Context: an optimization exercise on an open-source flow, tuned for small area. The choices shown serve that exercise and are no tape-out recipe.
Only simulation tests tie the RTL to the original design; equivalence was not proved.

==> flow/design.v <==
module clk_div (
	CLK, RST, CLK_DIV
	);
	parameter divider = 250;
	localparam W = 8;
	input CLK;
	input RST;
	output CLK_DIV;
	reg [W-1:0] cntr;
	reg CLK_DIV;
	always @(posedge CLK)
	begin
		if (!RST || cntr == 0) cntr <= divider;
		else cntr <= cntr - 1'b1;
	end
	always @(posedge CLK)
		CLK_DIV <= (cntr == 1);
endmodule
module pb170proj (
		CLK, KEY, SW, LEDG, LEDR, HEX4, HEX5, HEX6, HEX7
	);
	input CLK;
	input [1:0] KEY;
	input [15:0] SW;
	output [4:0] LEDG;
	output [15:0] LEDR;
	output [6:0] HEX4;
	output [6:0] HEX5;
	output [6:0] HEX6;
	output [6:0] HEX7;
	wire rst_n = KEY[0];
	wire tick;
	clk_div #(.divider(250)) divider1 (.CLK(CLK), .RST(rst_n), .CLK_DIV(tick));
	reg [19:0] rnd_cnt;
	reg [15:0] ledscfg;
	reg [15:0] LEDS;
	reg [8:0] cntdwn;
	reg [2:0] disp;       
	reg rflag;            
	reg pflag;            
	reg zflag;            
	reg [2:0] rnds;       
	reg [3:0] oks;        
	reg old_key1;
	wire [3:0] n = oks;          
	assign HEX6 = {
		(~n[3] & ~n[2] & ~n[1]) | (n[2] & n[1] & n[0]),
		(~n[2] & (n[1] | n[0])) | (n[1] & n[0]),
		n[0] | (n[2] & ~n[1]),
		(~n[1] & (n[2] ^ n[0])) | (n[2] & n[1] & n[0]),
		~n[2] & n[1] & ~n[0],
		n[2] & (n[1] ^ n[0]),
		~n[1] & (n[2] ^ n[0])};
	wire [3:0] m = {1'b0, rnds} + 4'd1;    
	assign HEX4 = {
		(~m[3] & ~m[2] & ~m[1]) | (m[2] & m[1] & m[0]),
		(~m[2] & (m[1] | m[0])) | (m[1] & m[0]),
		m[0] | (m[2] & ~m[1]),
		(~m[1] & (m[2] ^ m[0])) | (m[2] & m[1] & m[0]),
		~m[2] & m[1] & ~m[0],
		m[2] & (m[1] ^ m[0]),
		~m[1] & (m[2] ^ m[0])};
	assign HEX5 = 7'b1111111;
	assign HEX7 = 7'b1111111;
	assign LEDR = LEDS;
	assign LEDG = {disp == 3'd4, disp == 3'd3, disp == 3'd2, disp == 3'd1, disp == 3'd0};
	wire [19:0] rnd_next = rst_n ? rnd_cnt + 20'd1 : 20'd0;
	always @(posedge CLK)
		rnd_cnt <= rnd_next;
	wire [15:0] pattern = (16'b1 << rnd_next[3:0]) | (16'b1 << rnd_next[7:4]) |
		(16'b1 << rnd_next[11:8]) | (16'b1 << rnd_next[15:12]) | (16'b1 << rnd_next[19:16]);
	wire [2:0] mode = rflag ? {2'b00, pflag} : {disp[2:1], disp[0] | pflag};
	wire press = !KEY[1] && old_key1;
	wire advance = press && (mode == 3'd0 || mode == 3'd2);
	wire [2:0] mode1 = !rst_n ? 3'd0 : advance ? mode + 3'd1 : mode;
	wire cnt0 = cntdwn == 9'd0;
	wire match = SW == ledscfg;
	reg [2:0] mode2;
	always @(*)
	begin
		mode2 = mode1;
		if (tick)
			case (mode1)
			1: if (cnt0) mode2 = 3'd2;
			2: if (cnt0) mode2 = 3'd3;
			3: mode2 = 3'd4;
			4: if (cnt0) mode2 = (rnds == 3'd7) ? 3'd5 : 3'd0;
			default: ;
			endcase
	end
	wire idle = mode2 == 3'd0;
	always @(posedge CLK)
	begin
		old_key1 <= KEY[1];
		if (idle)
			ledscfg <= pattern;
		if (!rst_n) begin
			rflag <= 1'b1;
			pflag <= 1'b0;
			zflag <= 1'b1;
		end else if (advance)
			pflag <= 1'b1;
		if (tick) begin
			case (mode1)
			1: begin
				if (cnt0) begin
					LEDS <= 16'd0;
					cntdwn <= 9'd500;
				end else begin
					if (cntdwn == 9'd5)
						LEDS <= ledscfg;
					cntdwn <= cntdwn - 9'd1;
				end
			end
			2: begin
				if (!cnt0)
					cntdwn <= cntdwn - 9'd1;
			end
			3: begin
				cntdwn <= match ? 9'd48 : 9'd96;
				oks <= (zflag ? 4'd0 : oks) + match;
				rnds <= zflag ? 3'd0 : rnds + 3'd1;
				zflag <= 1'b0;
			end
			4: begin
				LEDS <= cntdwn[2] ? ledscfg : 16'd0;
				if (cnt0 && rnds == 3'd7)
					LEDS <= 16'd1;
				cntdwn <= cntdwn - 9'd1;
			end
			5: begin
				LEDS <= {LEDS[14:0], LEDS[15]};
			end
			default: ;
			endcase
			disp <= mode2;
			rflag <= 1'b0;
			pflag <= 1'b0;
		end
		if (idle)
			cntdwn <= 9'd5;
	end
endmodule
Settings: LEC_CHECK=0, ABC_AREA=1, CAP_MARGIN=20, CORE_MARGIN=2, CORE_UTILIZATION=40, SLEW_MARGIN=20; clock period 10.0 ns.
run.sh (not shown) runs the stock make flow with config.mk's settings and CLKGATE_MAP_FILE= SYNTH_SCRIPT=/design/flow/synth_recipe.tcl, a recipe that flattens the netlist after the stock synthesis.
The first run finished clean.
Next try:
==> flow/flow/run.sh (new file) <==
#!/bin/bash
set -euo pipefail
export BUFFER_PORTS_ARGS="-buffer_cell sky130_fd_sc_hd__buf_1"
export CTS_ARGS="-sink_clustering_enable -repair_clock_nets -dont_use_dummy_load -buf_list sky130_fd_sc_hd__clkbuf_16 -sink_clustering_size 90 -sink_clustering_max_diameter 500"
export SKIP_REPAIR_TIE_FANOUT=1
bash standard.sh > standard.log 2>&1
==> flow/standard.sh (new file) <==
#!/bin/bash
# synth_recipe.tcl (not shown) runs the flow's synth.tcl, then flattens the netlist and writes it again
# the make line also repeats each setting of config.mk as NAME=value (left out here)
make -C /OpenROAD-flow-scripts/flow DESIGN_CONFIG=/design/flow/config.mk WORK_HOME=/design/flow/orfs CLKGATE_MAP_FILE= SYNTH_SCRIPT=/design/flow/synth_recipe.tcl "${@:-finish}"
- CORE_UTILIZATION: 40 -> 80
- PLACE_DENSITY: not set -> 0.9
removed: flow/run.sh
What happened: The new run completed with no timing, DRC or antenna violations; clock-buffer cell count is lower by 1; setup slack improves by 0.28 ns; maximum frequency is higher by 6.5%.

afterwards: timing with drivers on the ports:
No port has a modelled driver above. Below, the same layouts with a new extraction and two added sets of constraints.
Step 1 assumes that a clkbuf_16 drives the clock port and a buf_2 every other input.
Step 2 adds t to the input delays and takes it off the output delays; t is the mean of the earliest and latest rising clock arrival at the registers after step 1. Input paths then give back, and output paths get back, about the clock's delay inside the block.
Three values: no drivers, after step 1, after step 2; two values: the first two.
| run | t (ns) | slack for setup (ns) | hold slack, ns | worst slew at a driven data input, ns |
|---|---|---|---|---|
| the first run | 0.379 | 5.470 / 5.480 / 5.102 | 0.450 / 0.450 / 0.450 | 0.04 |
| the second run | 0.364 | 5.745 / 5.749 / 5.385 | 0.468 / 0.468 / 0.468 | 0.05 |
After both steps every run listed still meets setup and hold. The setup slack of the first run, which loses most, moves by +0.010 ns with the drivers and by -0.368 ns with both steps.
